From an optimization exercise on the open Yosys and OpenROAD flow, aimed at small area, a short achievable clock period and few clock cycles per item; shortcuts taken in it are not production practice.
Only simulation tests tie the RTL to the original design; equivalence was not proved.
No activity file was given, so power comes from the tool's default toggle rates.

==> flow/design.v, too long to show whole: its modules and the start of the top module <==
// module lzc32: 26 lines
// module fa_cell: 10 lines
// module ha_cell: 9 lines
// module sabcm_32x32: 1834 lines
module sabcm_32x32 (
    input clk,
    input rst_n,
    input start,
    input signed [31:0] operand_a,
    input signed [31:0] operand_b,
    output reg done,
    output wire signed [63:0] product_out,
    output wire [4:0] op_a_leading_bits,
    output wire [4:0] op_b_leading_bits
);
  // ...
==> flow/run.sh <==
#!/bin/bash
# synth_recipe.tcl (not shown) runs the flow's synth.tcl, then flattens the netlist and writes it again
# the make line also repeats each setting of config.mk as NAME=value (left out here)
make -C /OpenROAD-flow-scripts/flow DESIGN_CONFIG=/design/flow/config.mk WORK_HOME=/design/flow/orfs CLKGATE_MAP_FILE= SYNTH_SCRIPT=/design/flow/synth_recipe.tcl finish
==> flow/config.mk <==
export PLATFORM = sky130hd
export DESIGN_NAME = sabcm_32x32
export DESIGN_NICKNAME = sabcm_32x32
export VERILOG_FILES = /design/flow/design.v
export SDC_FILE = /design/flow/constraint.sdc
export NUM_CORES = 4
export LEC_CHECK = 0
export ABC_AREA = 1
export CAP_MARGIN = 20
export CORE_MARGIN = 2
export CORE_UTILIZATION = 30
export SLEW_MARGIN = 20
export SYNTH_HIERARCHICAL = 1
export SYNTH_MINIMUM_KEEP_SIZE = 0
==> flow/constraint.sdc <==
create_clock -name core_clock -period 10.0 [get_ports {clk}]
set_input_delay 2.0000 -clock core_clock [delete_from_list [all_inputs] [get_ports {clk}]]
set_output_delay 2.0000 -clock core_clock [all_outputs]
set_load 0.01 [all_outputs]
==> flow_metrics.tcl, run 1 <==
set metrics [dict create \
    status "finished clean" \
    drc 0 \
    crit_top_cell "nand2_1" \
    synth_top_family_by_area "adder cells" \
    wl_met1_um 35300 \
    min_period_ps 6980 \
    final_cell_mix "xor2_1, o22ai_1, fa_1, nand2_1, inv_1" \
    hold_violations 0 \
    syn_avg_cell_area_sq_um 9.26 \
    wl_met2_um 42100 \
    clock_power_mw 0.641 \
    cp-end-kind "output pin" \
    grt.overflow.total 0 \
    nNetsFinal 3459 \
    pg_comb_mw 8.32 \
    pre_cts_ws_ps 2870 \
    nWellTaps 1155 \
    ir_worst_vdd_v 0.000335 \
    clk_share_pct 1.99 \
    place_area_sq_um 28500 \
    seq_cell_count 124 \
    pwr-share-clk_pct 6.4 \
    io_buffers 141 \
    dieArea_sq_um 89500 \
    power-top-group "combinational cells" \
    post-route-util_pct 33.5 \
    layout-drive-gt1-share_pct 6.70 \
]
Testbench counts, summed over its fixed seeds: cycles 2,408, items 2,400.
==> inputs of run 2 (changes only) <==
--- a/flow/design.v
+++ b/flow/design.v
@@ -54,16 +54,17 @@
     output reg done,
     output wire signed [63:0] product_out,
     output wire [4:0] op_a_leading_bits,
     output wire [4:0] op_b_leading_bits
 );
     lzc32 lzc_a (.data_in(operand_a), .leading_bits(op_a_leading_bits));
     lzc32 lzc_b (.data_in(operand_b), .leading_bits(op_b_leading_bits));
     wire [32:0] a_ext = {operand_a[31], operand_a};
+    reg [122:0] pipe_reg;
     wire s1;
     wire c2;
     wire s3;
     wire c4;
     wire s5;
     wire c6;
     wire s7;
     wire c8;
@@ -1059,93 +1060,77 @@
     wire c998;
     wire s999;
     wire c1000;
     wire s1001;
     wire c1002;
     wire one0 = operand_b[0] ^ 1'b0;
     wire two0 = (operand_b[1] & ~operand_b[0] & ~1'b0) | (~operand_b[1] & operand_b[0] & 1'b0);
     wire neg0 = operand_b[1];
-    wire [32:0] pp0;
-    assign pp0 = ({33{one0}} & a_ext) ^ ({33{two0}} & {a_ext[31:0], 1'b0}) ^ {33{neg0}};
+    wire [32:0] pp0 = ({33{one0}} & a_ext) ^ ({33{two0}} & {a_ext[31:0], 1'b0}) ^ {33{neg0}};
     wire one1 = operand_b[2] ^ operand_b[1];
     wire two1 = (operand_b[3] & ~operand_b[2] & ~operand_b[1]) | (~operand_b[3] & operand_b[2] & operand_b[1]);
     wire neg1 = operand_b[3];
-    wire [32:0] pp1;
-    assign pp1 = ({33{one1}} & a_ext) ^ ({33{two1}} & {a_ext[31:0], 1'b0}) ^ {33{neg1}};
+    wire [32:0] pp1 = ({33{one1}} & a_ext) ^ ({33{two1}} & {a_ext[31:0], 1'b0}) ^ {33{neg1}};
     wire one2 = operand_b[4] ^ operand_b[3];
     wire two2 = (operand_b[5] & ~operand_b[4] & ~operand_b[3]) | (~operand_b[5] & operand_b[4] & operand_b[3]);
     wire neg2 = operand_b[5];
-    wire [32:0] pp2;
-    assign pp2 = ({33{one2}} & a_ext) ^ ({33{two2}} & {a_ext[31:0], 1'b0}) ^ {33{neg2}};
+    wire [32:0] pp2 = ({33{one2}} & a_ext) ^ ({33{two2}} & {a_ext[31:0], 1'b0}) ^ {33{neg2}};
     wire one3 = operand_b[6] ^ operand_b[5];
     wire two3 = (operand_b[7] & ~operand_b[6] & ~operand_b[5]) | (~operand_b[7] & operand_b[6] & operand_b[5]);
     wire neg3 = operand_b[7];
-    wire [32:0] pp3;
-    assign pp3 = ({33{one3}} & a_ext) ^ ({33{two3}} & {a_ext[31:0], 1'b0}) ^ {33{neg3}};
+    wire [32:0] pp3 = ({33{one3}} & a_ext) ^ ({33{two3}} & {a_ext[31:0], 1'b0}) ^ {33{neg3}};
     wire one4 = operand_b[8] ^ operand_b[7];
     wire two4 = (operand_b[9] & ~operand_b[8] & ~operand_b[7]) | (~operand_b[9] & operand_b[8] & operand_b[7]);
     wire neg4 = operand_b[9];
-    wire [32:0] pp4;
-    assign pp4 = ({33{one4}} & a_ext) ^ ({33{two4}} & {a_ext[31:0], 1'b0}) ^ {33{neg4}};
+    wire [32:0] pp4 = ({33{one4}} & a_ext) ^ ({33{two4}} & {a_ext[31:0], 1'b0}) ^ {33{neg4}};
     wire one5 = operand_b[10] ^ operand_b[9];
     wire two5 = (operand_b[11] & ~operand_b[10] & ~operand_b[9]) | (~operand_b[11] & operand_b[10] & operand_b[9]);
     wire neg5 = operand_b[11];
-    wire [32:0] pp5;
-    assign pp5 = ({33{one5}} & a_ext) ^ ({33{two5}} & {a_ext[31:0], 1'b0}) ^ {33{neg5}};
+    wire [32:0] pp5 = ({33{one5}} & a_ext) ^ ({33{two5}} & {a_ext[31:0], 1'b0}) ^ {33{neg5}};
     wire one6 = operand_b[12] ^ operand_b[11];
     wire two6 = (operand_b[13] & ~operand_b[12] & ~operand_b[11]) | (~operand_b[13] & operand_b[12] & operand_b[11]);
     wire neg6 = operand_b[13];
-    wire [32:0] pp6;
-    assign pp6 = ({33{one6}} & a_ext) ^ ({33{two6}} & {a_ext[31:0], 1'b0}) ^ {33{neg6}};
+    wire [32:0] pp6 = ({33{one6}} & a_ext) ^ ({33{two6}} & {a_ext[31:0], 1'b0}) ^ {33{neg6}};
     wire one7 = operand_b[14] ^ operand_b[13];
     wire two7 = (operand_b[15] & ~operand_b[14] & ~operand_b[13]) | (~operand_b[15] & operand_b[14] & operand_b[13]);
     wire neg7 = operand_b[15];
-    wire [32:0] pp7;
-    assign pp7 = ({33{one7}} & a_ext) ^ ({33{two7}} & {a_ext[31:0], 1'b0}) ^ {33{neg7}};
+    wire [32:0] pp7 = ({33{one7}} & a_ext) ^ ({33{two7}} & {a_ext[31:0], 1'b0}) ^ {33{neg7}};
     wire one8 = operand_b[16] ^ operand_b[15];
     wire two8 = (operand_b[17] & ~operand_b[16] & ~operand_b[15]) | (~operand_b[17] & operand_b[16] & operand_b[15]);
     wire neg8 = operand_b[17];
-    wire [32:0] pp8;
-    assign pp8 = ({33{one8}} & a_ext) ^ ({33{two8}} & {a_ext[31:0], 1'b0}) ^ {33{neg8}};
+    wire [32:0] pp8 = ({33{one8}} & a_ext) ^ ({33{two8}} & {a_ext[31:0], 1'b0}) ^ {33{neg8}};
     wire one9 = operand_b[18] ^ operand_b[17];
     wire two9 = (operand_b[19] & ~operand_b[18] & ~operand_b[17]) | (~operand_b[19] & operand_b[18] & operand_b[17]);
     wire neg9 = operand_b[19];
-    wire [32:0] pp9;
-    assign pp9 = ({33{one9}} & a_ext) ^ ({33{two9}} & {a_ext[31:0], 1'b0}) ^ {33{neg9}};
+    wire [32:0] pp9 = ({33{one9}} & a_ext) ^ ({33{two9}} & {a_ext[31:0], 1'b0}) ^ {33{neg9}};
     wire one10 = operand_b[20] ^ operand_b[19];
     wire two10 = (operand_b[21] & ~operand_b[20] & ~operand_b[19]) | (~operand_b[21] & operand_b[20] & operand_b[19]);
     wire neg10 = operand_b[21];
-    wire [32:0] pp10;
-    assign pp10 = ({33{one10}} & a_ext) ^ ({33{two10}} & {a_ext[31:0], 1'b0}) ^ {33{neg10}};
+    wire [32:0] pp10 = ({33{one10}} & a_ext) ^ ({33{two10}} & {a_ext[31:0], 1'b0}) ^ {33{neg10}};
     wire one11 = operand_b[22] ^ operand_b[21];
     wire two11 = (operand_b[23] & ~operand_b[22] & ~operand_b[21]) | (~operand_b[23] & operand_b[22] & operand_b[21]);
     wire neg11 = operand_b[23];
-    wire [32:0] pp11;
-    assign pp11 = ({33{one11}} & a_ext) ^ ({33{two11}} & {a_ext[31:0], 1'b0}) ^ {33{neg11}};
+    wire [32:0] pp11 = ({33{one11}} & a_ext) ^ ({33{two11}} & {a_ext[31:0], 1'b0}) ^ {33{neg11}};
     wire one12 = operand_b[24] ^ operand_b[23];
     wire two12 = (operand_b[25] & ~operand_b[24] & ~operand_b[23]) | (~operand_b[25] & operand_b[24] & operand_b[23]);
     wire neg12 = operand_b[25];
-    wire [32:0] pp12;
-    assign pp12 = ({33{one12}} & a_ext) ^ ({33{two12}} & {a_ext[31:0], 1'b0}) ^ {33{neg12}};
+    wire [32:0] pp12 = ({33{one12}} & a_ext) ^ ({33{two12}} & {a_ext[31:0], 1'b0}) ^ {33{neg12}};
     wire one13 = operand_b[26] ^ operand_b[25];
     wire two13 = (operand_b[27] & ~operand_b[26] & ~operand_b[25]) | (~operand_b[27] & operand_b[26] & operand_b[25]);
     wire neg13 = operand_b[27];
-    wire [32:0] pp13;
-    assign pp13 = ({33{one13}} & a_ext) ^ ({33{two13}} & {a_ext[31:0], 1'b0}) ^ {33{neg13}};
+    wire [32:0] pp13 = ({33{one13}} & a_ext) ^ ({33{two13}} & {a_ext[31:0], 1'b0}) ^ {33{neg13}};
     wire one14 = operand_b[28] ^ operand_b[27];
     wire two14 = (operand_b[29] & ~operand_b[28] & ~operand_b[27]) | (~operand_b[29] & operand_b[28] & operand_b[27]);
     wire neg14 = operand_b[29];
-    wire [32:0] pp14;
-    assign pp14 = ({33{one14}} & a_ext) ^ ({33{two14}} & {a_ext[31:0], 1'b0}) ^ {33{neg14}};
+    wire [32:0] pp14 = ({33{one14}} & a_ext) ^ ({33{two14}} & {a_ext[31:0], 1'b0}) ^ {33{neg14}};
     wire one15 = operand_b[30] ^ operand_b[29];
     wire two15 = (operand_b[31] & ~operand_b[30] & ~operand_b[29]) | (~operand_b[31] & operand_b[30] & operand_b[29]);
     wire neg15 = operand_b[31];
-    wire [32:0] pp15;
-    assign pp15 = ({33{one15}} & a_ext) ^ ({33{two15}} & {a_ext[31:0], 1'b0}) ^ {33{neg15}};
+    wire [32:0] pp15 = ({33{one15}} & a_ext) ^ ({33{two15}} & {a_ext[31:0], 1'b0}) ^ {33{neg15}};
     ha_cell u_s1 (.a(neg12), .b(pp0[24]), .s(s1), .co(c2));
     ha_cell u_s3 (.a(pp0[25]), .b(pp1[23]), .s(s3), .co(c4));
     fa_cell u_s5 (.a(neg13), .b(pp0[26]), .ci(pp1[24]), .s(s5), .co(c6));
     ha_cell u_s7 (.a(pp2[22]), .b(pp3[20]), .s(s7), .co(c8));
     fa_cell u_s9 (.a(pp0[27]), .b(pp1[25]), .ci(pp2[23]), .s(s9), .co(c10));
     ha_cell u_s11 (.a(pp3[21]), .b(pp4[19]), .s(s11), .co(c12));
     fa_cell u_s13 (.a(neg14), .b(pp0[28]), .ci(pp1[26]), .s(s13), .co(c14));
     fa_cell u_s15 (.a(pp2[24]), .b(pp3[22]), .ci(pp4[20]), .s(s15), .co(c16));
@@ -1160,36 +1145,41 @@
     fa_cell u_s33 (.a(pp0[31]), .b(pp1[29]), .ci(pp2[27]), .s(s33), .co(c34));
     fa_cell u_s35 (.a(pp3[25]), .b(pp4[23]), .ci(pp5[21]), .s(s35), .co(c36));
     fa_cell u_s37 (.a(pp6[19]), .b(pp7[17]), .ci(pp8[15]), .s(s37), .co(c38));
     ha_cell u_s39 (.a(pp9[13]), .b(pp10[11]), .s(s39), .co(c40));
     fa_cell u_s41 (.a(pp0[32]), .b(pp1[30]), .ci(pp2[28]), .s(s41), .co(c42));
     fa_cell u_s43 (.a(pp3[26]), .b(pp4[24]), .ci(pp5[22]), .s(s43), .co(c44));
     fa_cell u_s45 (.a(pp6[20]), .b(pp7[18]), .ci(pp8[16]), .s(s45), .co(c46));
     ha_cell u_s47 (.a(pp9[14]), .b(pp10[12]), .s(s47), .co(c48));
-    fa_cell u_s49 (.a(1'b1), .b(pp1[31]), .ci(pp2[29]), .s(s49), .co(c50));
+    assign s49 = ~(pp1[31] ^ pp2[29]);
+    assign c50 = pp1[31] | pp2[29];
     fa_cell u_s51 (.a(pp3[27]), .b(pp4[25]), .ci(pp5[23]), .s(s51), .co(c52));
     fa_cell u_s53 (.a(pp6[21]), .b(pp7[19]), .ci(pp8[17]), .s(s53), .co(c54));
     fa_cell u_s55 (.a(pp9[15]), .b(pp10[13]), .ci(pp11[11]), .s(s55), .co(c56));
-    fa_cell u_s57 (.a(1'b1), .b(pp1[32]), .ci(pp2[30]), .s(s57), .co(c58));
+    assign s57 = ~(pp1[32] ^ pp2[30]);
+    assign c58 = pp1[32] | pp2[30];
     fa_cell u_s59 (.a(pp3[28]), .b(pp4[26]), .ci(pp5[24]), .s(s59), .co(c60));
     fa_cell u_s61 (.a(pp6[22]), .b(pp7[20]), .ci(pp8[18]), .s(s61), .co(c62));
     ha_cell u_s63 (.a(pp9[16]), .b(pp10[14]), .s(s63), .co(c64));
     fa_cell u_s65 (.a(pp2[31]), .b(pp3[29]), .ci(pp4[27]), .s(s65), .co(c66));
     fa_cell u_s67 (.a(pp5[25]), .b(pp6[23]), .ci(pp7[21]), .s(s67), .co(c68));
     fa_cell u_s69 (.a(pp8[19]), .b(pp9[17]), .ci(pp10[15]), .s(s69), .co(c70));
-    fa_cell u_s71 (.a(1'b1), .b(pp2[32]), .ci(pp3[30]), .s(s71), .co(c72));
+    assign s71 = ~(pp2[32] ^ pp3[30]);
+    assign c72 = pp2[32] | pp3[30];
     fa_cell u_s73 (.a(pp4[28]), .b(pp5[26]), .ci(pp6[24]), .s(s73), .co(c74));
     ha_cell u_s75 (.a(pp7[22]), .b(pp8[20]), .s(s75), .co(c76));
     fa_cell u_s77 (.a(pp3[31]), .b(pp4[29]), .ci(pp5[27]), .s(s77), .co(c78));
     fa_cell u_s79 (.a(pp6[25]), .b(pp7[23]), .ci(pp8[21]), .s(s79), .co(c80));
-    fa_cell u_s81 (.a(1'b1), .b(pp3[32]), .ci(pp4[30]), .s(s81), .co(c82));
+    assign s81 = ~(pp3[32] ^ pp4[30]);
+    assign c82 = pp3[32] | pp4[30];
     ha_cell u_s83 (.a(pp5[28]), .b(pp6[26]), .s(s83), .co(c84));
     fa_cell u_s85 (.a(pp4[31]), .b(pp5[29]), .ci(pp6[27]), .s(s85), .co(c86));
-    ha_cell u_s87 (.a(1'b1), .b(pp4[32]), .s(s87), .co(c88));
+    assign s87 = ~pp4[32];
+    assign c88 = pp4[32];
     ha_cell u_s89 (.a(neg8), .b(pp0[16]), .s(s89), .co(c90));
     ha_cell u_s91 (.a(pp0[17]), .b(pp1[15]), .s(s91), .co(c92));
     fa_cell u_s93 (.a(neg9), .b(pp0[18]), .ci(pp1[16]), .s(s93), .co(c94));
     ha_cell u_s95 (.a(pp2[14]), .b(pp3[12]), .s(s95), .co(c96));
     fa_cell u_s97 (.a(pp0[19]), .b(pp1[17]), .ci(pp2[15]), .s(s97), .co(c98));
     ha_cell u_s99 (.a(pp3[13]), .b(pp4[11]), .s(s99), .co(c100));
     fa_cell u_s101 (.a(neg10), .b(pp0[20]), .ci(pp1[18]), .s(s101), .co(c102));
     fa_cell u_s103 (.a(pp2[16]), .b(pp3[14]), .ci(pp4[12]), .s(s103), .co(c104));
@@ -1272,32 +1262,36 @@
     fa_cell u_s257 (.a(pp5[30]), .b(pp6[28]), .ci(pp7[26]), .s(s257), .co(c258));
     fa_cell u_s259 (.a(pp8[24]), .b(pp9[22]), .ci(pp10[20]), .s(s259), .co(c260));
     fa_cell u_s261 (.a(pp11[18]), .b(pp12[16]), .ci(pp13[14]), .s(s261), .co(c262));
     fa_cell u_s263 (.a(pp14[12]), .b(pp15[10]), .ci(s87), .s(s263), .co(c264));
     fa_cell u_s265 (.a(pp5[31]), .b(pp6[29]), .ci(pp7[27]), .s(s265), .co(c266));
     fa_cell u_s267 (.a(pp8[25]), .b(pp9[23]), .ci(pp10[21]), .s(s267), .co(c268));
     fa_cell u_s269 (.a(pp11[19]), .b(pp12[17]), .ci(pp13[15]), .s(s269), .co(c270));
     fa_cell u_s271 (.a(pp14[13]), .b(pp15[11]), .ci(~pp4[32]), .s(s271), .co(c272));
-    fa_cell u_s273 (.a(1'b1), .b(pp5[32]), .ci(pp6[30]), .s(s273), .co(c274));
+    assign s273 = ~(pp5[32] ^ pp6[30]);
+    assign c274 = pp5[32] | pp6[30];
     fa_cell u_s275 (.a(pp7[28]), .b(pp8[26]), .ci(pp9[24]), .s(s275), .co(c276));
     fa_cell u_s277 (.a(pp10[22]), .b(pp11[20]), .ci(pp12[18]), .s(s277), .co(c278));
     ha_cell u_s279 (.a(pp13[16]), .b(pp14[14]), .s(s279), .co(c280));
     fa_cell u_s281 (.a(pp6[31]), .b(pp7[29]), .ci(pp8[27]), .s(s281), .co(c282));
     fa_cell u_s283 (.a(pp9[25]), .b(pp10[23]), .ci(pp11[21]), .s(s283), .co(c284));
     fa_cell u_s285 (.a(pp12[19]), .b(pp13[17]), .ci(pp14[15]), .s(s285), .co(c286));
-    fa_cell u_s287 (.a(1'b1), .b(pp6[32]), .ci(pp7[30]), .s(s287), .co(c288));
+    assign s287 = ~(pp6[32] ^ pp7[30]);
+    assign c288 = pp6[32] | pp7[30];
     fa_cell u_s289 (.a(pp8[28]), .b(pp9[26]), .ci(pp10[24]), .s(s289), .co(c290));
     ha_cell u_s291 (.a(pp11[22]), .b(pp12[20]), .s(s291), .co(c292));
     fa_cell u_s293 (.a(pp7[31]), .b(pp8[29]), .ci(pp9[27]), .s(s293), .co(c294));
     fa_cell u_s295 (.a(pp10[25]), .b(pp11[23]), .ci(pp12[21]), .s(s295), .co(c296));
-    fa_cell u_s297 (.a(1'b1), .b(pp7[32]), .ci(pp8[30]), .s(s297), .co(c298));
+    assign s297 = ~(pp7[32] ^ pp8[30]);
+    assign c298 = pp7[32] | pp8[30];
     ha_cell u_s299 (.a(pp9[28]), .b(pp10[26]), .s(s299), .co(c300));
     fa_cell u_s301 (.a(pp8[31]), .b(pp9[29]), .ci(pp10[27]), .s(s301), .co(c302));
-    ha_cell u_s303 (.a(1'b1), .b(pp8[32]), .s(s303), .co(c304));
+    assign s303 = ~pp8[32];
+    assign c304 = pp8[32];
     ha_cell u_s305 (.a(neg5), .b(pp0[10]), .s(s305), .co(c306));
     ha_cell u_s307 (.a(pp0[11]), .b(pp1[9]), .s(s307), .co(c308));
     fa_cell u_s309 (.a(neg6), .b(pp0[12]), .ci(pp1[10]), .s(s309), .co(c310));
     ha_cell u_s311 (.a(pp2[8]), .b(pp3[6]), .s(s311), .co(c312));
     fa_cell u_s313 (.a(pp0[13]), .b(pp1[11]), .ci(pp2[9]), .s(s313), .co(c314));
     ha_cell u_s315 (.a(pp3[7]), .b(pp4[5]), .s(s315), .co(c316));
     fa_cell u_s317 (.a(neg7), .b(pp0[14]), .ci(pp1[12]), .s(s317), .co(c318));
     fa_cell u_s319 (.a(pp2[10]), .b(pp3[8]), .ci(pp4[6]), .s(s319), .co(c320));
@@ -1402,25 +1396,28 @@
     fa_cell u_s517 (.a(pp14[19]), .b(pp15[17]), .ci(~pp7[32]), .s(s517), .co(c518));
     fa_cell u_s519 (.a(c300), .b(c298), .ci(s301), .s(s519), .co(c520));
     fa_cell u_s521 (.a(pp9[30]), .b(pp10[28]), .ci(pp11[26]), .s(s521), .co(c522));
     fa_cell u_s523 (.a(pp12[24]), .b(pp13[22]), .ci(pp14[20]), .s(s523), .co(c524));
     fa_cell u_s525 (.a(pp15[18]), .b(s303), .ci(c302), .s(s525), .co(c526));
     fa_cell u_s527 (.a(pp9[31]), .b(pp10[29]), .ci(pp11[27]), .s(s527), .co(c528));
     fa_cell u_s529 (.a(pp12[25]), .b(pp13[23]), .ci(pp14[21]), .s(s529), .co(c530));
     fa_cell u_s531 (.a(pp15[19]), .b(~pp8[32]), .ci(c304), .s(s531), .co(c532));
-    fa_cell u_s533 (.a(1'b1), .b(pp9[32]), .ci(pp10[30]), .s(s533), .co(c534));
+    assign s533 = ~(pp9[32] ^ pp10[30]);
+    assign c534 = pp9[32] | pp10[30];
     fa_cell u_s535 (.a(pp11[28]), .b(pp12[26]), .ci(pp13[24]), .s(s535), .co(c536));
     ha_cell u_s537 (.a(pp14[22]), .b(pp15[20]), .s(s537), .co(c538));
     fa_cell u_s539 (.a(pp10[31]), .b(pp11[29]), .ci(pp12[27]), .s(s539), .co(c540));
     fa_cell u_s541 (.a(pp13[25]), .b(pp14[23]), .ci(pp15[21]), .s(s541), .co(c542));
-    fa_cell u_s543 (.a(1'b1), .b(pp10[32]), .ci(pp11[30]), .s(s543), .co(c544));
+    assign s543 = ~(pp10[32] ^ pp11[30]);
+    assign c544 = pp10[32] | pp11[30];
     ha_cell u_s545 (.a(pp12[28]), .b(pp13[26]), .s(s545), .co(c546));
     fa_cell u_s547 (.a(pp11[31]), .b(pp12[29]), .ci(pp13[27]), .s(s547), .co(c548));
-    ha_cell u_s549 (.a(1'b1), .b(pp11[32]), .s(s549), .co(c550));
+    assign s549 = ~pp11[32];
+    assign c550 = pp11[32];
     ha_cell u_s551 (.a(neg3), .b(pp0[6]), .s(s551), .co(c552));
     ha_cell u_s553 (.a(pp0[7]), .b(pp1[5]), .s(s553), .co(c554));
     fa_cell u_s555 (.a(neg4), .b(pp0[8]), .ci(pp1[6]), .s(s555), .co(c556));
     ha_cell u_s557 (.a(pp2[4]), .b(pp3[2]), .s(s557), .co(c558));
     fa_cell u_s559 (.a(pp0[9]), .b(pp1[7]), .ci(pp2[5]), .s(s559), .co(c560));
     ha_cell u_s561 (.a(pp3[3]), .b(pp4[1]), .s(s561), .co(c562));
     fa_cell u_s563 (.a(pp1[8]), .b(pp2[6]), .ci(pp3[4]), .s(s563), .co(c564));
     fa_cell u_s565 (.a(pp4[2]), .b(pp5[0]), .ci(s305), .s(s565), .co(c566));
@@ -1509,20 +1506,22 @@
     fa_cell u_s731 (.a(pp14[24]), .b(pp15[22]), .ci(s545), .s(s731), .co(c732));
     fa_cell u_s733 (.a(c540), .b(c542), .ci(s543), .s(s733), .co(c734));
     fa_cell u_s735 (.a(pp14[25]), .b(pp15[23]), .ci(~pp10[32]), .s(s735), .co(c736));
     fa_cell u_s737 (.a(c546), .b(c544), .ci(s547), .s(s737), .co(c738));
     fa_cell u_s739 (.a(pp12[30]), .b(pp13[28]), .ci(pp14[26]), .s(s739), .co(c740));
     fa_cell u_s741 (.a(pp15[24]), .b(s549), .ci(c548), .s(s741), .co(c742));
     fa_cell u_s743 (.a(pp12[31]), .b(pp13[29]), .ci(pp14[27]), .s(s743), .co(c744));
     fa_cell u_s745 (.a(pp15[25]), .b(~pp11[32]), .ci(c550), .s(s745), .co(c746));
-    fa_cell u_s747 (.a(1'b1), .b(pp12[32]), .ci(pp13[30]), .s(s747), .co(c748));
+    assign s747 = ~(pp12[32] ^ pp13[30]);
+    assign c748 = pp12[32] | pp13[30];
     ha_cell u_s749 (.a(pp14[28]), .b(pp15[26]), .s(s749), .co(c750));
     fa_cell u_s751 (.a(pp13[31]), .b(pp14[29]), .ci(pp15[27]), .s(s751), .co(c752));
-    ha_cell u_s753 (.a(1'b1), .b(pp13[32]), .s(s753), .co(c754));
+    assign s753 = ~pp13[32];
+    assign c754 = pp13[32];
     ha_cell u_s755 (.a(neg2), .b(pp0[4]), .s(s755), .co(c756));
     ha_cell u_s757 (.a(pp0[5]), .b(pp1[3]), .s(s757), .co(c758));
     fa_cell u_s759 (.a(pp1[4]), .b(pp2[2]), .ci(pp3[0]), .s(s759), .co(c760));
     fa_cell u_s761 (.a(pp2[3]), .b(pp3[1]), .ci(c552), .s(s761), .co(c762));
     fa_cell u_s763 (.a(pp4[0]), .b(c554), .ci(s557), .s(s763), .co(c764));
     fa_cell u_s765 (.a(c558), .b(s561), .ci(c556), .s(s765), .co(c766));
     fa_cell u_s767 (.a(c562), .b(c560), .ci(s563), .s(s767), .co(c768));
     fa_cell u_s769 (.a(c564), .b(s567), .ci(c566), .s(s769), .co(c770));
@@ -1569,17 +1568,18 @@
     fa_cell u_s851 (.a(c728), .b(s731), .ci(c730), .s(s851), .co(c852));
     fa_cell u_s853 (.a(s735), .b(c732), .ci(c734), .s(s853), .co(c854));
     fa_cell u_s855 (.a(s739), .b(c736), .ci(c738), .s(s855), .co(c856));
     fa_cell u_s857 (.a(c740), .b(s743), .ci(s745), .s(s857), .co(c858));
     fa_cell u_s859 (.a(s749), .b(c744), .ci(s747), .s(s859), .co(c860));
     fa_cell u_s861 (.a(~pp12[32]), .b(c750), .ci(c748), .s(s861), .co(c862));
     fa_cell u_s863 (.a(pp14[30]), .b(pp15[28]), .ci(s753), .s(s863), .co(c864));
     fa_cell u_s865 (.a(pp14[31]), .b(pp15[29]), .ci(~pp13[32]), .s(s865), .co(c866));
-    ha_cell u_s867 (.a(1'b1), .b(pp14[32]), .s(s867), .co(c868));
+    assign s867 = ~pp14[32];
+    assign c868 = pp14[32];
     ha_cell u_s869 (.a(neg1), .b(pp0[2]), .s(s869), .co(c870));
     ha_cell u_s871 (.a(pp0[3]), .b(pp1[1]), .s(s871), .co(c872));
     fa_cell u_s873 (.a(pp1[2]), .b(pp2[0]), .ci(s755), .s(s873), .co(c874));
     fa_cell u_s875 (.a(pp2[1]), .b(c756), .ci(s757), .s(s875), .co(c876));
     fa_cell u_s877 (.a(c758), .b(s551), .ci(s759), .s(s877), .co(c878));
     fa_cell u_s879 (.a(s553), .b(c760), .ci(s761), .s(s879), .co(c880));
     fa_cell u_s881 (.a(s555), .b(c762), .ci(s763), .s(s881), .co(c882));
     fa_cell u_s883 (.a(s559), .b(c764), .ci(s765), .s(s883), .co(c884));
@@ -1630,44 +1630,37 @@
     fa_cell u_s973 (.a(s741), .b(c854), .ci(s855), .s(s973), .co(c974));
     fa_cell u_s975 (.a(c742), .b(s857), .ci(c856), .s(s975), .co(c976));
     fa_cell u_s977 (.a(c746), .b(s859), .ci(c858), .s(s977), .co(c978));
     fa_cell u_s979 (.a(s751), .b(c860), .ci(s861), .s(s979), .co(c980));
     fa_cell u_s981 (.a(c752), .b(c862), .ci(s863), .s(s981), .co(c982));
     fa_cell u_s983 (.a(c754), .b(s865), .ci(c864), .s(s983), .co(c984));
     fa_cell u_s985 (.a(pp15[30]), .b(s867), .ci(c866), .s(s985), .co(c986));
     fa_cell u_s987 (.a(pp15[31]), .b(~pp14[32]), .ci(c868), .s(s987), .co(c988));
-    ha_cell u_s989 (.a(1'b1), .b(pp15[32]), .s(s989), .co(c990));
+    assign s989 = ~pp15[32];
+    assign c990 = pp15[32];
     ha_cell u_s991 (.a(neg0), .b(pp0[0]), .s(s991), .co(c992));
     ha_cell u_s993 (.a(pp0[1]), .b(c992), .s(s993), .co(c994));
     fa_cell u_s995 (.a(s869), .b(pp1[0]), .ci(c994), .s(s995), .co(c996));
     fa_cell u_s997 (.a(c870), .b(s871), .ci(c996), .s(s997), .co(c998));
     fa_cell u_s999 (.a(c872), .b(s873), .ci(c998), .s(s999), .co(c1000));
     fa_cell u_s1001 (.a(c874), .b(s875), .ci(c1000), .s(s1001), .co(c1002));
-    wire [5:0] lo_bits = {s1001, s999, s997, s995, s993, s991};
-    wire [57:0] row_a = {c990, c988, c986, c984, c982, c980, c978, c976, c974, c972, c970, c968, c966, c964, c962, c960, c958, c956, c954, c952, c950, c948, c946, c944, c942, c940, c938, c936, c934, c932, c930, c928, c926, c924, c922, c920, c918, c916, c914, c912, c910, c908, c906, c904, c902, c900, c898, c896, c894, c892, c890, c888, c886, c884, c882, c880, c878, c876};
-    wire [57:0] row_b = {~pp15[32], s989, s987, s985, s983, s981, s979, s977, s975, s973, s971, s969, s967, s965, s963, s961, s959, s957, s955, s953, s951, s949, s947, s945, s943, s941, s939, s937, s935, s933, s931, s929, s927, s925, s923, s921, s919, s917, s915, s913, s911, s909, s907, s905, s903, s901, s899, s897, s895, s893, s891, s889, s887, s885, s883, s881, s879, s877};
-    reg [5:0] lo_reg;
-    reg cin_reg;
-    reg [57:0] ra_reg;
-    reg [57:0] rb_reg;
-    always @(posedge clk) begin
-        lo_reg <= lo_bits;
-        cin_reg <= c1002;
-        ra_reg <= row_a;
-        rb_reg <= row_b;
-    end
+    wire [122:0] pipe_in = {~pp15[32], c990, s989, c988, s987, c986, s985, c984, s983, c982, s981, c980, s979, c978, s977, c976, s975, c974, s973, c972, s971, c970, s969, c968, s967, c966, s965, c964, s963, c962, s961, c960, s959, c958, s957, c956, s955, c954, s953, c952, s951, c950, s949, c948, s947, c946, s945, c944, s943, c942, s941, c940, s939, c938, s937, c936, s935, c934, s933, c932, s931, c930, s929, c928, s927, c926, s925, c924, s923, c922, s921, c920, s919, c918, s917, c916, s915, c914, s913, c912, s911, c910, s909, c908, s907, c906, s905, c904, s903, c902, s901, c900, s899, c898, s897, c896, s895, c894, s893, c892, s891, c890, s889, c888, s887, c886, s885, c884, s883, c882, s881, c880, s879, c878, s877, c876, c1002, s1001, s999, s997, s995, s993, s991};
+    always @(posedge clk)
+        pipe_reg <= pipe_in;
     always @(posedge clk or negedge rst_n) begin
         if (!rst_n)
             done <= 1'b0;
         else
             done <= start;
     end
-    wire [58:0] hi_sum_g0 = {ra_reg & rb_reg, cin_reg};
-    wire [58:0] hi_sum_p0 = {ra_reg ^ rb_reg, 1'b0};
+    wire [57:0] row_a = {pipe_reg[121], pipe_reg[119], pipe_reg[117], pipe_reg[115], pipe_reg[113], pipe_reg[111], pipe_reg[109], pipe_reg[107], pipe_reg[105], pipe_reg[103], pipe_reg[101], pipe_reg[99], pipe_reg[97], pipe_reg[95], pipe_reg[93], pipe_reg[91], pipe_reg[89], pipe_reg[87], pipe_reg[85], pipe_reg[83], pipe_reg[81], pipe_reg[79], pipe_reg[77], pipe_reg[75], pipe_reg[73], pipe_reg[71], pipe_reg[69], pipe_reg[67], pipe_reg[65], pipe_reg[63], pipe_reg[61], pipe_reg[59], pipe_reg[57], pipe_reg[55], pipe_reg[53], pipe_reg[51], pipe_reg[49], pipe_reg[47], pipe_reg[45], pipe_reg[43], pipe_reg[41], pipe_reg[39], pipe_reg[37], pipe_reg[35], pipe_reg[33], pipe_reg[31], pipe_reg[29], pipe_reg[27], pipe_reg[25], pipe_reg[23], pipe_reg[21], pipe_reg[19], pipe_reg[17], pipe_reg[15], pipe_reg[13], pipe_reg[11], pipe_reg[9], pipe_reg[7]};
+    wire [57:0] row_b = {pipe_reg[122], pipe_reg[120], pipe_reg[118], pipe_reg[116], pipe_reg[114], pipe_reg[112], pipe_reg[110], pipe_reg[108], pipe_reg[106], pipe_reg[104], pipe_reg[102], pipe_reg[100], pipe_reg[98], pipe_reg[96], pipe_reg[94], pipe_reg[92], pipe_reg[90], pipe_reg[88], pipe_reg[86], pipe_reg[84], pipe_reg[82], pipe_reg[80], pipe_reg[78], pipe_reg[76], pipe_reg[74], pipe_reg[72], pipe_reg[70], pipe_reg[68], pipe_reg[66], pipe_reg[64], pipe_reg[62], pipe_reg[60], pipe_reg[58], pipe_reg[56], pipe_reg[54], pipe_reg[52], pipe_reg[50], pipe_reg[48], pipe_reg[46], pipe_reg[44], pipe_reg[42], pipe_reg[40], pipe_reg[38], pipe_reg[36], pipe_reg[34], pipe_reg[32], pipe_reg[30], pipe_reg[28], pipe_reg[26], pipe_reg[24], pipe_reg[22], pipe_reg[20], pipe_reg[18], pipe_reg[16], pipe_reg[14], pipe_reg[12], pipe_reg[10], pipe_reg[8]};
+    wire [58:0] hi_sum_g0 = {row_a & row_b, pipe_reg[6]};
+    wire [58:0] hi_sum_p0 = {row_a ^ row_b, 1'b0};
     wire hi_sum_g_1 = hi_sum_g0[1] | (hi_sum_p0[1] & hi_sum_g0[0]);
     wire hi_sum_p_1 = hi_sum_p0[1] & hi_sum_p0[0];
     wire hi_sum_g_2 = hi_sum_g0[3] | (hi_sum_p0[3] & hi_sum_g0[2]);
     wire hi_sum_p_2 = hi_sum_p0[3] & hi_sum_p0[2];
     wire hi_sum_g_3 = hi_sum_g0[5] | (hi_sum_p0[5] & hi_sum_g0[4]);
     wire hi_sum_p_3 = hi_sum_p0[5] & hi_sum_p0[4];
     wire hi_sum_g_4 = hi_sum_g0[7] | (hi_sum_p0[7] & hi_sum_g0[6]);
     wire hi_sum_p_4 = hi_sum_p0[7] & hi_sum_p0[6];
@@ -1871,11 +1864,11 @@
     wire hi_sum_p_103 = hi_sum_p0[50] & hi_sum_p_76;
     wire hi_sum_g_104 = hi_sum_g0[52] | (hi_sum_p0[52] & hi_sum_g_64);
     wire hi_sum_p_104 = hi_sum_p0[52] & hi_sum_p_64;
     wire hi_sum_g_105 = hi_sum_g0[54] | (hi_sum_p0[54] & hi_sum_g_77);
     wire hi_sum_p_105 = hi_sum_p0[54] & hi_sum_p_77;
     wire hi_sum_g_106 = hi_sum_g0[56] | (hi_sum_p0[56] & hi_sum_g_58);
     wire hi_sum_p_106 = hi_sum_p0[56] & hi_sum_p_58;
     wire [57:0] hi_sum_c = {hi_sum_g_78, hi_sum_g_106, hi_sum_g_58, hi_sum_g_105, hi_sum_g_77, hi_sum_g_104, hi_sum_g_64, hi_sum_g_103, hi_sum_g_76, hi_sum_g_102, hi_sum_g_55, hi_sum_g_101, hi_sum_g_75, hi_sum_g_100, hi_sum_g_63, hi_sum_g_99, hi_sum_g_74, hi_sum_g_98, hi_sum_g_57, hi_sum_g_97, hi_sum_g_73, hi_sum_g_96, hi_sum_g_62, hi_sum_g_95, hi_sum_g_72, hi_sum_g_94, hi_sum_g_54, hi_sum_g_93, hi_sum_g_71, hi_sum_g_92, hi_sum_g_61, hi_sum_g_91, hi_sum_g_70, hi_sum_g_90, hi_sum_g_56, hi_sum_g_89, hi_sum_g_69, hi_sum_g_88, hi_sum_g_60, hi_sum_g_87, hi_sum_g_68, hi_sum_g_86, hi_sum_g_51, hi_sum_g_85, hi_sum_g_67, hi_sum_g_84, hi_sum_g_59, hi_sum_g_83, hi_sum_g_66, hi_sum_g_82, hi_sum_g_44, hi_sum_g_81, hi_sum_g_65, hi_sum_g_80, hi_sum_g_30, hi_sum_g_79, hi_sum_g_1, hi_sum_g0[0]};
-    wire [57:0] hi_sum = (ra_reg ^ rb_reg) ^ hi_sum_c;
-    assign product_out = {hi_sum, lo_reg};
+    wire [57:0] hi_sum = (row_a ^ row_b) ^ hi_sum_c;
+    assign product_out = {hi_sum, pipe_reg[5], pipe_reg[4], pipe_reg[3], pipe_reg[2], pipe_reg[1], pipe_reg[0]};
 endmodule
--- a/flow/config.mk
+++ b/flow/config.mk
@@ -4,11 +4,12 @@
 export VERILOG_FILES = /design/flow/design.v
 export SDC_FILE = /design/flow/constraint.sdc
 export NUM_CORES = 4
 export LEC_CHECK = 0
 export ABC_AREA = 1
 export CAP_MARGIN = 20
 export CORE_MARGIN = 2
 export CORE_UTILIZATION = 30
+export SETUP_SLACK_MARGIN = 4.5
 export SLEW_MARGIN = 20
 export SYNTH_HIERARCHICAL = 1
 export SYNTH_MINIMUM_KEEP_SIZE = 0
==> flow_metrics.tcl, run 2 <==
set metrics [dict create \
    status "finished clean" \
    timing.critical_path.buf_inv 5 \
    dp.cells 3994 \
    gp_congestion 0.922 \
    htreeDepth 4 \
    tightestPinTransition_ps 904 \
    nNetsFinal 3753 \
    pwr-share-clk_pct 6.1 \
    criticalPathCategory "input port to output pin" \
    hold_violations 0 \
    start_util_pct 30.2 \
    met1_usage_pct 28.4 \
    crit_top_cell "nand2_1" \
    multiInputGateArea_sq_um 23500 \
    clkSlewWorstSetupHoldPaths_ps 60 \
    synth.most_common_cell "xor2_1" \
    drt-pass1-iter-count 7 \
    drv_cap 0 \
    fin_area_sq_um 34700 \
    max-slew-margin-rel_pct 39.5 \
    slew_violations 0 \
    critical_path.max_stage_delay_ps 160 \
    syn_area_sq_um 26200 \
    synth.distinct_cells 42 \
    layout-drive-gt1-share_pct 27.1 \
    whs_ps 1640 \
    seqPwrFrac_pct 10.1 \
    p_leak_nw 14.8 \
    min_period_ps 5710 \
    switching_share_pct 48.1 \
    ys_ff_latch 123 \
    rsz0062_at_grt "true" \
    synth_edf_count 0 \
    path_cells "buf_12 -> buf_12 -> buf_16 -> nand2_1 -> nand3_2 -> nor2_4 -> nand2_4 -> nor2_8 -> buf_4 -> nand2_4 -> nand3_1 -> nand3_1 -> nand2_1 -> nand2_1 -> nand2_1 -> buf_2" \
    drt_iter0_drc 2950 \
    seq_area_sq_um 2470 \
    io_buffers 141 \
    syn_avg_cell_area_sq_um 9.04 \
    hold_class "input port to async pin" \
    syn_to_final_growth_pct 32.6 \
    ir_worst_vdd_v 0.000285 \
    largest_reg_flops 122 \
    antenna_left 0 \
    core_area_sq_um 86600 \
    synth_area_leaders "fa_1, xor2_1, o22ai_1" \
    grt_max_degree 65 \
    required_ps 8000 \
    min_period_over_period_pct 57.1 \
    max_freq_mhz 175 \
    via_count 24240 \
    chipWidth_um 299 \
    cts_buffers 17 \
    die_height_um 299 \
    grt_use_met2_pct 35.9 \
    final_cells 4273 \
    yosysSeqAreaShare_pct 9.43 \
    internal_power_mw 5.57 \
    n_antenna_cell 0 \
    grt.overflow.total 0 \
    wl_per_cell_um 24.8 \
    cp_max_fo 12 \
    powerDensity_nw_per_um2 309 \
    cts_tree "done" \
    gr-usage-all-layers_pct 23.2 \
    row_count 108 \
    synth_common_cells "xor2_1, fa_1, o22ai_1" \
    dieArea_sq_um 89600 \
    use_met3_pct 7.08 \
    switchingPower_mw 5.16 \
    cp-end-kind "output pin" \
    cts_max_path_buffers 2 \
    finalSetupViolCount 0 \
    vias_per_cell 5.67 \
    n_fill_cell 8207 \
    crit_family "simple AND/OR/NAND/NOR gates" \
    grt_pass1_vias 24575 \
    synth_top_area_cell "fa_1" \
    hpwl_um 66700 \
    routed_wl_um 106000 \
    place_area_sq_um 28700 \
    cts-root-buf "clkbuf_16" \
    grt_pass1_wl_um 156000 \
    final_common_cell "xor2_1" \
    tns_ps 0 \
    ios 142 \
    arrival_ps 3710 \
    synthArstFlopShare_pct 0.813 \
    grt_busiest_layer "met2" \
    synth_flop_cell "dfxtp_1" \
    final_cell_mix "xor2_1, fa_1, o22ai_1, nand2_1, buf_4" \
    pwr-share-comb_pct 83.8 \
    antenna_found_initial 1 \
    cpMaxStageDelayCell "nor2_4" \
    synthCells 2893 \
    yosys.area.top_type_share_pct 36.1 \
    yosys_warnings 7 \
    drc 0 \
    total_power_mw 10.7 \
    startpoint_type "input port" \
    clock-sinks 123 \
]
[run 2: changes by cell type after synthesis, moves of 29 or more]
cell      previous run  this run
buf_1               38         2
nor2_1              60        89
o22ai_1            495       465
clkbuf_1           160       206
xor2_1             541       502
o21ai_0              7        37
[run 2: what timing repair did]
action | CTS | global route
gates resized for setup | 557 | 310
cloned | 36 | 7
setup endpoints to repair | 133 | 95
pin swaps | 111 | 155
setup buffers | 134 | 71
hold buffers | 0 | 0
[run 2: path summary, 6_finish.rpt]
check                               from                    to  slack (ps)  cells past startpoint
setup / recovery           operand_a[31]  op_a_leading_bits[0]        4290                     16
hold / removal                     rst_n                  done        1640                      1
max in group asynchronous          rst_n                  done        8270                      1
min in group core_clock            start                  done        1940                      1
[run 2: Yosys stat by module, one instance, submodules excluded]
module,copies in the design,flops+latches
lzc32,2,0
fa_cell,443,0
sabcm_32x32,1,123
ha_cell,42,0
[run 2: power groups by stage]
stage | sequential (mW) | combinational [mW] | clock (mW)
2_1_floorplan | 1.03 | 5.36 | 0
3_3_place_gp | 1.09 | 8.37 | 0
3_5_place_dp | 1.09 | 8.49 | 0
4_1_cts | 1.09 | 8.90 | 0.673
5_1_grt | 1.11 | 10.1 | 0.688
6_report | 1.09 | 8.99 | 0.656
[run 2: area by class of cell]
class                           instances  area share [%]
Timing Repair inverter                 10           0.216
Clock buffer                           18            1.27
Clock inverter                         13           0.411
Inverter                              245            3.12
Multi-Input combinational cell       2246            67.8
Timing Repair Buffer                  463            15.9
Tap cell                             1155            4.17
Sequential cell                       123            7.12
[run 2: cell families after synthesis]
logic type,synth area share (%)
and+or+nand+nor,8.43
adders and majority gates,41.3
AOI/OAI and AO/OA,14.9
buffers and inverters,8.36
xor gates and xnor gates,17.5
DFF,9.43
[run 2: per-layer routing]
layer	share of wire [%]	wire, um
met1	36	38000
met2	45	47600
met3	13	13300
met4	6.8	7250
met5	0.012	13
[run 2: through the flow]
stage / utilization [%] / setup WS (ps)
5_1_grt: 40.1 / 4220
2_1_floorplan: - / 4290
3_3_place_gp: 33.2 / 2870
3_5_place_dp: 33.2 / 2820
6_report: 40.1 / 4290
4_1_cts: 37.9 / 4310
Testbench counts of run 2, summed over its fixed seeds: cycles 2,408, items 2,400.
==> module lzc32, before the edit <==
module lzc32 (
    input wire signed [31:0] data_in,
    output wire [4:0] leading_bits
);
    wire [31:0] d = {data_in[30:0] ^ {31{data_in[31]}}, 1'b1};
    wire [7:0] nz;
    wire [15:0] c;
    genvar k;
    generate
        for (k = 0; k < 8; k = k + 1) begin : grp
            wire [3:0] g = d[4*k+3:4*k];
            assign nz[k] = |g;
            assign c[2*k+1] = ~(g[3] | g[2]);
            assign c[2*k] = ~g[3] & (g[2] | ~g[1]);
        end
    endgenerate
    wire z7 = ~nz[7], z6 = ~nz[6], z5 = ~nz[5], z4 = ~nz[4];
    wire z3 = ~nz[3], z2 = ~nz[2], z1 = ~nz[1];
    wire hi4 = z7 & z6 & z5 & z4;
    wire i2 = hi4;
    wire i1 = hi4 ? (z3 & z2) : (z7 & z6);
    wire i0 = hi4 ? (z3 & (nz[2] | z1)) : (z7 & (nz[6] | z5));
    wire [2:0] gi = 3'd7 - {i2, i1, i0};
    wire [1:0] lc = {c[2*gi+1], c[2*gi]};
    assign leading_bits = {i2, i1, i0, lc};
endmodule
==> inputs of run 3 (changes only) <==
--- a/flow/design.v
+++ b/flow/design.v
@@ -3,7 +3,7 @@
     input wire signed [31:0] data_in,
     output wire [4:0] leading_bits
 );
-    wire [31:0] d = {data_in[30:0] ^ {31{data_in[31]}}, 1'b1};
+    wire [31:0] d = {data_in[30:0] ^ data_in[31:1], 1'b1};
     wire [7:0] nz;
     wire [15:0] c;
     genvar k;
--- a/flow/config.mk
+++ b/flow/config.mk
@@ -8,7 +8,7 @@
 export ABC_AREA = 1
 export CAP_MARGIN = 20
 export CORE_MARGIN = 2
-export CORE_UTILIZATION = 30
+export CORE_UTILIZATION = 55
 export SETUP_SLACK_MARGIN = 4.5
 export SLEW_MARGIN = 20
 export SYNTH_HIERARCHICAL = 1
==> flow_metrics.tcl, run 3 <==
set metrics [dict create \
    status "finished clean" \
    dp.cells 3444 \
    synthCells 2887 \
    seq_area_sq_um 2470 \
    min_period_ps 5660 \
    clkSlewWorstSetupHoldPaths_ps 60 \
    cts_tree "done" \
    cts-root-buf "clkbuf_16" \
    final_cell_mix "xor2_1, fa_1, o22ai_1, nand2_1, buf_4" \
    total_power_mw 10.3 \
    htreeDepth 4 \
    powerDensity_nw_per_um2 308 \
    layout-drive-gt1-share_pct 26.5 \
    yosys_warnings 7 \
    largest_reg_flops 122 \
    setup_ws_ps 4340 \
    tightestPinTransition_ps 992 \
    final_common_cell "xor2_1" \
    antenna_found_initial 0 \
    grt.overflow.total 0 \
    grt_max_degree 65 \
    n_antenna_cell 0 \
    grt_pass1_vias 24461 \
    routed_wl_um 103000 \
    required_ps 10370 \
    hold_violations 0 \
    gr-usage-all-layers_pct 40.6 \
    finalSetupViolCount 0 \
    drv_cap 0 \
    startpoint_type "input port" \
    syn_area_sq_um 26000 \
    max-slew-margin-rel_pct 33.8 \
    top_layer_used "met5" \
    vias_per_cell 6.54 \
    syn_avg_cell_area_sq_um 9.02 \
    tns_ps 0 \
    antenna_left 0 \
    drc 0 \
    wl_met1_um 34600 \
    grt_pass1_wl_um 149000 \
    gp_congestion 0.891 \
    wl_met3_um 13300 \
    pre_cts_ws_ps 2890 \
    synthArstFlopShare_pct 0.813 \
    via_count 24300 \
    slew_violations 0 \
    io_buffers 141 \
    synth_flop_cell "dfxtp_1" \
    synth_top_area_cell "fa_1" \
    cp_max_fo 16 \
    synth_area_leaders "fa_1, xor2_1, o22ai_1" \
    cts_buffers 17 \
    synth_common_cells "xor2_1, fa_1, o22ai_1" \
    n_fill_cell 3369 \
    drt-pass1-iter-count 18 \
    synth.distinct_cells 39 \
    arrival_ps 6030 \
    syn_to_final_growth_pct 28.8 \
    synth_edf_count 0 \
    min_period_over_period_pct 56.6 \
    max_freq_mhz 177 \
    nNetsFinal 3740 \
    whs_ps 1660 \
    p_leak_nw 14.7 \
    hpwl_um 63800 \
    cp-end-kind "flop" \
    die_height_um 222 \
    ios 142 \
    synth.most_common_cell "xor2_1" \
    cts_max_path_buffers 2 \
    yosys.area.top_type_share_pct 36.3 \
    drt_iter0_drc 2775 \
    start_util_pct 55.8 \
    criticalPathCategory "input port to flop" \
    ir_worst_vdd_v 0.000434 \
    wl_met2_um 45800 \
    multiInputGateArea_sq_um 23300 \
    clock-sinks 123 \
    yosysSeqAreaShare_pct 9.47 \
    hold_class "input port to async pin" \
    dieArea_sq_um 49100 \
    rsz0062_at_grt "true" \
    final_cells 3713 \
    wl_per_cell_um 27.6 \
    core_area_sq_um 46700 \
    row_count 79 \
    ys_ff_latch 123 \
    chipWidth_um 222 \
]
run 3: cell count changes after synthesis, sizes merged:
cell / before / now
buf: 76 / 66
inv: 244 / 248
run 3: final cells by class:
cell class	count	area share, %
clock inverters	13	0.492
well taps	607	2.26
repair buffers	451	16.0
clock buffers	19	1.32
flip-flops and latches	123	7.35
multi-input cells	2250	69.4
inverters	249	3.15
repair inverters	1	0.0149
run 3: worst max-delay path by stage:
stage             startpoint                   end  slack (ps)  cells past startpoint
2_1_floorplan   operand_b[7]          pipe_reg[68]        4290                     14
3_3_place_gp    operand_b[7]          pipe_reg[62]        2940                     12
3_5_place_dp   operand_b[15]          pipe_reg[68]        2890                     12
4_1_cts        operand_b[14]  op_b_leading_bits[0]        4340                     11
5_1_grt         operand_b[1]          pipe_reg[56]        4280                     15
6_report       operand_b[13]          pipe_reg[68]        4340                     15
run 3: report_power, final:
group	total (mW)	switching [mW]	internal, mW
sequential	1.08	0.151	0.930
combinational	8.60	4.46	4.14
clock	0.656	0.258	0.398
total	10.3	4.87	5.46
run 3: cell families (layout without fill, tap and decap cells):
kind of cell,Yosys count,after routing,synth area share (%)
AOI/OAI and AO/OA,633,638,15.0
adders and majority gates,580,580,41.5
xor gates and xnor gates,524,524,17.6
buffers and inverters,521,733,7.93
and+or+nand+nor,506,508,8.50
DFF,123,123,9.47
run 3: what timing repair did:
action	in CTS	in global routing
pin swaps	69	165
endpoints found under the hold margin	0	0
setup endpoints to repair	132	81
resized for setup	461	409
buffers inserted	104	88
gates cloned	34	11
hold buffers	0	0
run 3: critical path: stages:
cell	delay (ps)
buf_12	120
buf_12	140
nand2_4	90
inv_1	70
nor2_2	160
inv_2	100
buf_12	170
o22ai_4	170
xor2_2	180
fa_2	470
fa_2	550
fa_2	440
fa_2	350
fa_2	550
fa_2	430
run 3: layer usage:
metal  vias to the layer above  global-route usage [%]
met3                       549                    13.9
met5                         -                       0
met4                         2                    28.1
li1                      10013                       -
met2                      1814                    63.2
met1                     11922                    47.3
run 3: metrics by stage:
step / cell area (sq um) / util, %
floorplan: 26600 / -
global placement: 28000 / 60.1
detailed placement: 28000 / 60.1
CTS: 31300 / 67.1
global route: 33600 / 71.9
finish: 33600 / 71.9
run 3: Yosys stat by module, one instance, submodules excluded:
module,flops+latches,times used,cells inside,area (sq um)
fa_cell,0,443,1,20.0
ha_cell,0,42,1,12.5
lzc32,0,2,181,877
sabcm_32x32,123,1,2040,14900
Testbench counts of run 3, summed over its fixed seeds: cycles 2,408, items 2,400.

## port drivers added, routing unchanged
Ports are ideal in the flow. The routed layouts listed here were re-timed in OpenROAD.
Step 1 assumes that a clkbuf_16 drives the clock port and a buf_2 every other input.
Step 2 times the ports against the registers' clock, not the clock port: input delays grow and output delays shrink by t, the midpoint of the rising clock arrivals with the driver on.
Slacks: ideal ports / drivers / drivers and shift; pairs: ideal ports / drivers.
run | t (ns) | setup slack, ns | worst hold slack (ns) | latest minus earliest clock arrival (ns) | cell pins on the clock port's net
run 1 | 0.570 | 3.016 / 2.994 / 2.826 | 1.625 / 1.582 / 2.152 | 0.015 / 0.015 | 1
run 2 | 0.566 | 4.294 / 4.115 / 3.735 | 1.638 / 1.594 / 2.160 | 0.028 / 0.028 | 1
run 3 | 0.544 | 4.340 / 4.226 / 3.722 | 1.656 / 1.616 / 2.160 | 0.019 / 0.019 | 1
After both steps setup and hold are still met in every run listed. The setup slack of run 3, which loses most, moves by -0.114 ns with the drivers and by -0.618 ns with both steps.
